What follows belongs to an exercise in optimizing a design on an open flow for small area, a short achievable clock period and few clock cycles per item; a production flow would make more cautious choices. Where RTL was checked, it was by simulation tests only, not by an equivalence proof against the original.

## top
module top(
		input wire [31:0] opa,
		input wire [31:0] opb,
		input wire start,
		input wire rst,
		input wire clk,
		output reg done,
		output reg [31:0] result
);
Size in the first run: roughly 930 cells after synthesis, about 100 I/O pins, ~0.0074 mm² of cells after synthesis.
==> module top, before the edit <==
module top(
		input wire [31:0] opa,
		input wire [31:0] opb,
		input wire start,
		input wire rst,
		input wire clk,
		output reg done,
		output reg [31:0] result
);
reg        busy;
reg        zf;      
reg        zbp;     
reg        gy;      
reg        gx;      
reg  [4:0] k;
reg [31:0] a;
reg [31:0] b;
wire        xgty;
wire        xeqy;
wire [30:0] dh;
wire [30:0] xh = a[31:1] & {31{gx}};
wire [30:0] yh = b[31:1] & {31{gy}};
absdiff u_absdiff(.x(xh), .y(yh), .d(dh), .xgty(xgty), .xeqy(xeqy));
wire eqt = xeqy & a[0] & b[0];
wire b1  = (b == 32'd1);    
wire fin = zf | eqt | b1;
wire kz  = (k == 5'd0);
always @* begin
	done   = busy & fin & kz;
	result = b;
end
wire accept = start & (~busy | done);
wire [2:0] tz = xh[2:0] ^ yh[2:0];
reg  [30:0] ds;
always @* begin
	if (tz[0])      ds = dh;
	else if (tz[1]) ds = {1'b0, dh[30:1]};
	else if (tz[2]) ds = {2'b0, dh[30:2]};
	else            ds = {3'b0, dh[30:3]};
end
wire opaz = (opa == 32'd0);
wire opbz = (opb == 32'd0);
reg  [4:0] kin;
wire [31:0] oab = opa | opb;
integer i;
always @* begin
	kin = 5'd0;
	for (i = 31; i >= 0; i = i - 1)
		if (oab[i]) kin = i[4:0];
	if (opaz || opbz) kin = 5'd0;
end
always @(posedge clk or negedge rst) begin
	if (~rst) begin
		busy <= 1'b0;
	end else begin
		busy <= start | (busy & ~done);
	end
end
wire zfn = accept ? opaz : (fin | zbp);
wire an0 = accept ? opa[0] : ((|tz) | dh[3]);
wire bn0 = accept ? opb[0] : (~fin & (xgty ? b[0] : a[0]));
always @(posedge clk) begin
	zf  <= zfn;
	gy  <= (an0 | ~bn0) & ~zfn;
	gx  <= bn0;
	zbp <= accept & opbz;
	if (accept) begin
		a <= opa;
		b <= opb;
		k <= kin;
	end else begin
		a <= {1'b0, ds};
		if (fin) begin
			b <= {b[30:0], 1'b0};
			k <= k - 5'd1;
		end else if (~xgty)
			b <= a;
	end
end
endmodule
export LEC_CHECK = 0
export CAP_MARGIN = 20
export CORE_MARGIN = 2
export CORE_UTILIZATION = 40
export SETUP_SLACK_MARGIN = 2.7
export SLEW_MARGIN = 20
create_clock -name core_clock -period 7.0 [get_ports {clk}]
standard.sh (not shown) runs the stock make flow with config.mk's settings and CLKGATE_MAP_FILE= SYNTH_SCRIPT=/design/flow/synth_recipe.tcl, a recipe that flattens the netlist after the stock synthesis.
==> flow/flow/run.sh <==
#!/bin/bash
# Standard layout, with plain buf_1 cells as the port buffers.
set -euo pipefail
export BUFFER_PORTS_ARGS="-buffer_cell sky130_fd_sc_hd__buf_1"
bash standard.sh > standard.log 2>&1
Edit:
--- a/flow/design.v
+++ b/flow/design.v
@@ -43,21 +43,19 @@
 reg        busy;
 reg        zf;      
 reg        zbp;     
 reg        gy;      
-reg        gx;      
 reg  [4:0] k;
 reg [31:0] a;
 reg [31:0] b;
 wire        xgty;
 wire        xeqy;
 wire [30:0] dh;
-wire [30:0] xh = a[31:1] & {31{gx}};
+wire [30:0] xh = a[31:1] & {31{b[0]}};
 wire [30:0] yh = b[31:1] & {31{gy}};
 absdiff u_absdiff(.x(xh), .y(yh), .d(dh), .xgty(xgty), .xeqy(xeqy));
 wire eqt = xeqy & a[0] & b[0];
-wire b1  = (b == 32'd1);    
-wire fin = zf | eqt | b1;
+wire fin = zf | eqt;
 wire kz  = (k == 5'd0);
 always @* begin
 	done   = busy & fin & kz;
 	result = b;
@@ -94,9 +92,8 @@
 wire bn0 = accept ? opb[0] : (~fin & (xgty ? b[0] : a[0]));
 always @(posedge clk) begin
 	zf  <= zfn;
 	gy  <= (an0 | ~bn0) & ~zfn;
-	gx  <= bn0;
 	zbp <= accept & opbz;
 	if (accept) begin
 		a <= opa;
 		b <= opb;
Outcome: Via count decreases by 8.6%; cell area fell by 5.5%; core utilization is about the same; cell count goes down by 5.0%; non-clock buffer count is lower by 7; sequential share of layout area increases by 1.1 points; count of clock-buffer cells in the layout decreases by 2; flip-flop and latch count goes down by 1; die area falls by 6.6%; fmax fell by 1.7%; area after synthesis decreases by 6.8%.
No functional check of the RTL was part of any run of this note.

* * *

The RTL this note starts from:
==> flow/design.v <==
module absdiff (
	input  wire [30:0] x,
	input  wire [30:0] y,
	output wire [30:0] d,
	output wire        xgty,
	output wire        xeqy
);
localparam N = 31;
localparam L = 5;
wire [N-1:0] p0 = ~(x ^ y);
wire [N-1:0] g0 = x & ~y;
reg [N-1:0] G;
reg [N-1:0] P;
reg [N-1:0] c;
integer l, i;
always @* begin
	G = g0;
	P = p0;
	for (l = 0; l < L; l = l + 1)
		for (i = 0; i < N; i = i + 1)
			if ((i + 1) % (2 << l) == 0) begin
				G[i] = G[i] | (P[i] & G[i - (1 << l)]);
				P[i] = P[i] & P[i - (1 << l)];
			end
	for (l = L - 2; l >= 0; l = l - 1)
		for (i = 0; i < N; i = i + 1)
			if ((i + 1) % (2 << l) == (1 << l) && i >= (2 << l)) begin
				G[i] = G[i] | (P[i] & G[i - (1 << l)]);
				P[i] = P[i] & P[i - (1 << l)];
			end
	c[0] = G[N-1];
	for (i = 1; i < N; i = i + 1)
		c[i] = G[i-1] | (P[i-1] & G[N-1]);
end
wire gall = G[N-1];
assign d    = p0 ^ c ^ {N{~gall}};
assign xgty = gall;
assign xeqy = P[N-1];
endmodule
module top(
		input wire [31:0] opa,
		input wire [31:0] opb,
		input wire start,
		input wire rst,
		input wire clk,
		output reg done,
		output reg [31:0] result
);
reg        busy;
reg        zf;      
reg        zbp;     
reg        gy;      
reg  [4:0] k;
reg [31:0] a;
reg [31:0] b;
wire        xgty;
wire        xeqy;
wire [30:0] dh;
wire [30:0] xh = a[31:1] & {31{b[0]}};
wire [30:0] yh = b[31:1] & {31{gy}};
absdiff u_absdiff(.x(xh), .y(yh), .d(dh), .xgty(xgty), .xeqy(xeqy));
wire eqt = xeqy & a[0] & b[0];
wire b1  = (b == 32'd1);    
wire fin = zf | eqt | b1;
wire kz  = (k == 5'd0);
always @* begin
	done   = busy & fin & kz;
	result = b;
end
wire accept = start & (~busy | done);
wire [2:0] tz = xh[2:0] ^ yh[2:0];
reg  [30:0] ds;
always @* begin
	if (tz[0])      ds = dh;
	else if (tz[1]) ds = {1'b0, dh[30:1]};
	else if (tz[2]) ds = {2'b0, dh[30:2]};
	else            ds = {3'b0, dh[30:3]};
end
wire opaz = (opa == 32'd0);
wire opbz = (opb == 32'd0);
reg  [4:0] kin;
wire [31:0] oab = opa | opb;
integer i;
always @* begin
	kin = 5'd0;
	for (i = 31; i >= 0; i = i - 1)
		if (oab[i]) kin = i[4:0];
	if (opaz || opbz) kin = 5'd0;
end
always @(posedge clk or negedge rst) begin
	if (~rst) begin
		busy <= 1'b0;
	end else begin
		busy <= start | (busy & ~done);
	end
end
wire zfn = accept ? opaz : (fin | zbp);
wire an0 = accept ? opa[0] : ((|tz) | dh[3]);
wire bn0 = accept ? opb[0] : (~fin & (xgty ? b[0] : a[0]));
always @(posedge clk) begin
	zf  <= zfn;
	gy  <= (an0 | ~bn0) & ~zfn;
	zbp <= accept & opbz;
	if (accept) begin
		a <= opa;
		b <= opb;
		k <= kin;
	end else begin
		a <= {1'b0, ds};
		if (fin) begin
			b <= {b[30:0], 1'b0};
			k <= k - 5'd1;
		end else if (~xgty)
			b <= a;
	end
end
endmodule
clock: 7.0 ns
lec_check: 0
cap_margin: 20
core_margin: 2
core_utilization: 40
setup_slack_margin: 2.7
slew_margin: 20
Scripts as last shown in full above: flow/flow/run.sh
Testbench counts at the start, summed over its fixed seeds: cycles 51,745, items 2,400.
Then changed:
--- a/flow/design.v
+++ b/flow/design.v
@@ -47,19 +47,20 @@
 		output reg [31:0] result
 );
 reg        busy;
 reg        zf;      
 reg        zbp;     
 reg        gy;      
+reg        gx;      
 reg  [4:0] k;
 reg [31:0] a;
 reg [31:0] b;
 wire        xgty;
 wire        xeqy;
 wire [30:0] dh;
-wire [30:0] xh = a[31:1] & {31{b[0]}};
+wire [30:0] xh = a[31:1] & {31{gx}};
 wire [30:0] yh = b[31:1] & {31{gy}};
 absdiff u_absdiff(.x(xh), .y(yh), .d(dh), .xgty(xgty), .xeqy(xeqy));
 wire eqt = xeqy & a[0] & b[0];
 wire b1  = (b == 32'd1);    
 wire fin = zf | eqt | b1;
 wire kz  = (k == 5'd0);
@@ -97,12 +98,13 @@
 wire zfn = accept ? opaz : (fin | zbp);
 wire an0 = accept ? opa[0] : ((|tz) | dh[3]);
 wire bn0 = accept ? opb[0] : (~fin & (xgty ? b[0] : a[0]));
 always @(posedge clk) begin
 	zf  <= zfn;
 	gy  <= (an0 | ~bn0) & ~zfn;
+	gx  <= bn0;
 	zbp <= accept & opbz;
 	if (accept) begin
 		a <= opa;
 		b <= opb;
 		k <= kin;
 	end else begin
=>
- final cell count fell by 1.7%
- die area is higher by 1.1%
- final area decreases by 1.3%
- register-to-register slack is about the same
- maximum frequency rises by 1.2%
- clock skew hardly moves
- via count went up by 0.87%
- routed wire length shrinks by 0.70%
- hold slack degrades by 0.045 ns
- global-route usage increases by 0.36 points
- critical path depth stays the same
Testbench counts after the change, summed over its fixed seeds: cycles 51,745, items 2,400.

* * *

Starts from the design.v that is shown in full above.
export LEC_CHECK = 0
export CAP_MARGIN = 20
export CORE_MARGIN = 2
export CORE_UTILIZATION = 40
export SETUP_SLACK_MARGIN = 2.8
export SLEW_MARGIN = 20
create_clock -name core_clock -period 7.0 [get_ports {clk}]
Scripts as last shown in full above: flow/flow/run.sh
Testbench counts at the start, summed over its fixed seeds: cycles 51,745, items 2,400.
Then changed:
--- a/flow/design.v
+++ b/flow/design.v
@@ -49,15 +49,16 @@
 reg        busy;
 reg        zf;      
 reg        zbp;     
 reg        gy;      
+reg        gx;      
 reg  [4:0] k;
 reg [31:0] a;
 reg [31:0] b;
 wire        xgty;
 wire        xeqy;
 wire [30:0] dh;
-wire [30:0] xh = a[31:1] & {31{b[0]}};
+wire [30:0] xh = a[31:1] & {31{gx}};
 wire [30:0] yh = b[31:1] & {31{gy}};
 absdiff u_absdiff(.x(xh), .y(yh), .d(dh), .xgty(xgty), .xeqy(xeqy));
 wire eqt = xeqy & a[0] & b[0];
 wire b1  = (b == 32'd1);    
@@ -99,8 +100,9 @@
 wire bn0 = accept ? opb[0] : (~fin & (xgty ? b[0] : a[0]));
 always @(posedge clk) begin
 	zf  <= zfn;
 	gy  <= (an0 | ~bn0) & ~zfn;
+	gx  <= bn0;
 	zbp <= accept & opbz;
 	if (accept) begin
 		a <= opa;
 		b <= opb;
Non-clock buffer count decreases by 8.
Cell area is about the same.
Wire length rises by 0.98%.
Hold slack is worse by 43 ps.
Setup slack gets better by 89 ps.
Testbench counts after the change, summed over its fixed seeds: cycles 51,745, items 2,400.

* * *

// top: RTL as listed in full above, without the edits since
clock: 7.0 ns
lec_check: 0
cap_margin: 20
core_margin: 2
core_utilization: 40
setup_slack_margin: 2.9
slew_margin: 20
Scripts as last shown in full above: flow/flow/run.sh
Testbench counts at the start, summed over its fixed seeds: cycles 51,745, items 2,400.
Rerun with:
--- a/flow/design.v
+++ b/flow/design.v
@@ -50,13 +50,14 @@
 reg        zf;      
 reg        zbp;     
 reg        gy;      
+reg        gx;      
 reg  [4:0] k;
 reg [31:0] a;
 reg [31:0] b;
 wire        xgty;
 wire        xeqy;
 wire [30:0] dh;
-wire [30:0] xh = a[31:1] & {31{b[0]}};
+wire [30:0] xh = a[31:1] & {31{gx}};
 wire [30:0] yh = b[31:1] & {31{gy}};
 absdiff u_absdiff(.x(xh), .y(yh), .d(dh), .xgty(xgty), .xeqy(xeqy));
 wire eqt = xeqy & a[0] & b[0];
@@ -100,6 +101,7 @@
 always @(posedge clk) begin
 	zf  <= zfn;
 	gy  <= (an0 | ~bn0) & ~zfn;
+	gx  <= bn0;
 	zbp <= accept & opbz;
 	if (accept) begin
 		a <= opa;
Effect:
- The new run finished with timing, DRC and antenna clean
- design area rose by 0.41%
- synthesized cell count is lower by 0.47%
- clock skew came out lower by 0.0031 ns
- utilization drops by 0.15 points
- global-route usage rises by 0.55 points
Testbench counts after the change, summed over its fixed seeds: cycles 51,745, items 2,400.

* * *

== try-sierra ==
// top: RTL as listed in full above, without the edits since
clock: 7.0 ns
lec_check: 0
cap_margin: 20
core_margin: 2
core_utilization: 40
setup_slack_margin: 2.6
slew_margin: 20
Scripts as last shown in full above: flow/flow/run.sh
try-sierra ended with every stage complete and zero timing, DRC or antenna violations.
Testbench counts of try-sierra, summed over its fixed seeds: cycles 51,745, items 2,400.
### try-sierra -> try-zinc
-- flow/design.v --
<<< try-sierra, line 51
reg        zbp;     
reg        gy;      
reg  [4:0] k;
reg [31:0] a;
>>> try-zinc, line 51
reg        zbp;     
reg        gy;      
reg        gx;      
reg  [4:0] k;
reg [31:0] a;
<<< try-sierra, line 57
wire        xeqy;
wire [30:0] dh;
wire [30:0] xh = a[31:1] & {31{b[0]}};
wire [30:0] yh = b[31:1] & {31{gy}};
absdiff u_absdiff(.x(xh), .y(yh), .d(dh), .xgty(xgty), .xeqy(xeqy));
>>> try-zinc, line 58
wire        xeqy;
wire [30:0] dh;
wire [30:0] xh = a[31:1] & {31{gx}};
wire [30:0] yh = b[31:1] & {31{gy}};
absdiff u_absdiff(.x(xh), .y(yh), .d(dh), .xgty(xgty), .xeqy(xeqy));
<<< try-sierra, line 101
	zf  <= zfn;
	gy  <= (an0 | ~bn0) & ~zfn;
	zbp <= accept & opbz;
	if (accept) begin
>>> try-zinc, line 102
	zf  <= zfn;
	gy  <= (an0 | ~bn0) & ~zfn;
	gx  <= bn0;
	zbp <= accept & opbz;
	if (accept) begin
Notes after the runs:
For try-sierra and try-zinc, there was not a single run that failed to finish clean. Compared to try-sierra, try-zinc has time the worst path needs with I/O delays and setup 19 ps lower. Summary of try-zinc over try-sierra: number of flip-flops and latches saw an increase, synthesized-area fraction occupied by ao, oa, aoi and oai cells saw an increase. Changes observed in try-zinc relative to try-sierra: global routing met3 resource utilization grew by 1.2 points, routed wire length grew by about 2%, vias after detailed routing grew by 28. Buffer and inverter count on the worst path: try-zinc vs try-sierra down 1. Going from try-sierra to try-zinc, non-clock buffer count lost 7; detailed-route wire length on metal 1 picked up an extra 2.8%; count of inverters not on the clock network in the layout picked up an extra 6. try-zinc vs. try-sierra: area of the mapped netlist higher, share of flip-flops with an asynchronous set or reset roughly the same.
Testbench counts of try-zinc, summed over its fixed seeds: cycles 51,745, items 2,400.

* * *

Starts from the design.v that is shown in full above.
export LEC_CHECK = 0
export CAP_MARGIN = 20
export CORE_MARGIN = 2
export CORE_UTILIZATION = 40
export SETUP_SLACK_MARGIN = 2.5
export SLEW_MARGIN = 20
create_clock -name core_clock -period 7.0 [get_ports {clk}]
Scripts as last shown in full above: flow/flow/run.sh
Testbench counts at the start, summed over its fixed seeds: cycles 51,745, items 2,400.
Change:
--- a/flow/design.v
+++ b/flow/design.v
@@ -17,17 +17,11 @@
 	G = g0;
 	P = p0;
 	for (l = 0; l < L; l = l + 1)
 		for (i = 0; i < N; i = i + 1)
-			if ((i + 1) % (2 << l) == 0) begin
-				G[i] = G[i] | (P[i] & G[i - (1 << l)]);
-				P[i] = P[i] & P[i - (1 << l)];
-			end
-	for (l = L - 2; l >= 0; l = l - 1)
-		for (i = 0; i < N; i = i + 1)
-			if ((i + 1) % (2 << l) == (1 << l) && i >= (2 << l)) begin
-				G[i] = G[i] | (P[i] & G[i - (1 << l)]);
-				P[i] = P[i] & P[i - (1 << l)];
+			if ((i >> l) & 1) begin
+				G[i] = G[i] | (P[i] & G[((i >> l) << l) - 1]);
+				P[i] = P[i] & P[((i >> l) << l) - 1];
 			end
 	c[0] = G[N-1];
 	for (i = 1; i < N; i = i + 1)
 		c[i] = G[i-1] | (P[i-1] & G[N-1]);
@@ -48,21 +42,19 @@
 );
 reg        busy;
 reg        zf;      
 reg        zbp;     
-reg        gy;      
 reg  [4:0] k;
 reg [31:0] a;
 reg [31:0] b;
 wire        xgty;
 wire        xeqy;
 wire [30:0] dh;
 wire [30:0] xh = a[31:1] & {31{b[0]}};
-wire [30:0] yh = b[31:1] & {31{gy}};
+wire [30:0] yh = b[31:1] & {31{(a[0] | ~b[0]) & ~zf}};
 absdiff u_absdiff(.x(xh), .y(yh), .d(dh), .xgty(xgty), .xeqy(xeqy));
 wire eqt = xeqy & a[0] & b[0];
-wire b1  = (b == 32'd1);    
-wire fin = zf | eqt | b1;
+wire fin = zf | eqt;
 wire kz  = (k == 5'd0);
 always @* begin
 	done   = busy & fin & kz;
 	result = b;
@@ -93,14 +85,10 @@
 	end else begin
 		busy <= start | (busy & ~done);
 	end
 end
-wire zfn = accept ? opaz : (fin | zbp);
-wire an0 = accept ? opa[0] : ((|tz) | dh[3]);
-wire bn0 = accept ? opb[0] : (~fin & (xgty ? b[0] : a[0]));
 always @(posedge clk) begin
-	zf  <= zfn;
-	gy  <= (an0 | ~bn0) & ~zfn;
+	zf  <= accept ? opaz : (fin | zbp);
 	zbp <= accept & opbz;
 	if (accept) begin
 		a <= opa;
 		b <= opb;
Die area is lower by 3.0%.
Global-route usage is higher by 0.35 points.
Worst hold slack gets worse by 0.12 ns.
Cell area is higher by about 5%.
Synthesized area is lower by 3.1%.
First-iteration DRC count is lower by about 17%.
Wire length is lower by 2.1%.
Utilization is higher by 4.1 points.
Clock-buffer cell count does not change.
Synthesized cell count is lower by about 2.5%.
Final cell count is lower by 0.61%.
Function not checked in the second run of this note: the RTL went through the layout flow alone.

## port drivers added, routing unchanged
The results above use ideal ports. As a check the final layouts listed here were re-extracted and re-timed, cells and wires unchanged. Step 1 (the two cells are an assumption about what drives the block):
set clk [get_ports {clk}]
set_driving_cell -lib_cell sky130_fd_sc_hd__clkbuf_16 $clk
set_driving_cell -lib_cell sky130_fd_sc_hd__buf_2 [delete_from_list [all_inputs] $clk]
Step 2 adds t to the input delays and takes it off the output delays; t is the mean of the earliest and latest rising clock arrival at the registers after step 1. Input paths then give back, and output paths get back, about the clock's delay inside the block. Slacks: no drivers / after step 1 / after step 2; pairs: no drivers / after step 1.
| run | t, ns | slack for setup (ns) | worst setup path at the end | clock arrival spread, ns | worst slew at a driven data input, ns |
|---|---|---|---|---|---|
| the first run of note 1 | 0.361 | 2.817 / 2.777 / 2.957 | register to register | 0.006 / 0.006 | 0.04 |
| the second run of note 1 | 0.379 | 2.745 / 2.705 / 2.919 | register to register | 0.006 / 0.006 | 0.04 |
| the first run of note 2 | 0.382 | 2.762 / 2.719 / 2.899 | register to register | 0.009 / 0.008 | 0.04 |
| the second run of note 2 | 0.377 | 2.813 / 2.774 / 2.895 | register to register | 0.007 / 0.006 | 0.05 |
| the first run of note 3 | 0.382 | 2.792 / 2.749 / 2.982 | register to register | 0.007 / 0.008 | 0.04 |
| the second run of note 3 | 0.376 | 2.881 / 2.841 / 2.928 | register to register | 0.009 / 0.009 | 0.04 |
| the first run of note 4 | 0.383 | 2.843 / 2.799 / 3.153 | register to register | 0.009 / 0.009 | 0.04 |
| the second run of note 4 | 0.379 | 2.957 / 2.916 / 2.996 | register to register | 0.006 / 0.006 | 0.04 |
| try-sierra | 0.383 | 2.724 / 2.680 / 2.865 | register to register | 0.009 / 0.008 | 0.04 |
| try-zinc | 0.378 | 2.742 / 2.702 / 2.814 | register to register | 0.007 / 0.008 | 0.04 |
| the first run of note 6 | 0.384 | 2.636 / 2.592 / 2.816 | register to register | 0.008 / 0.008 | 0.04 |
| the second run of note 6 | 0.397 | 2.522 / 2.479 / 2.679 | register to register | 0.009 / 0.008 | 0.04 |
After both steps setup and hold are still met in every run listed.
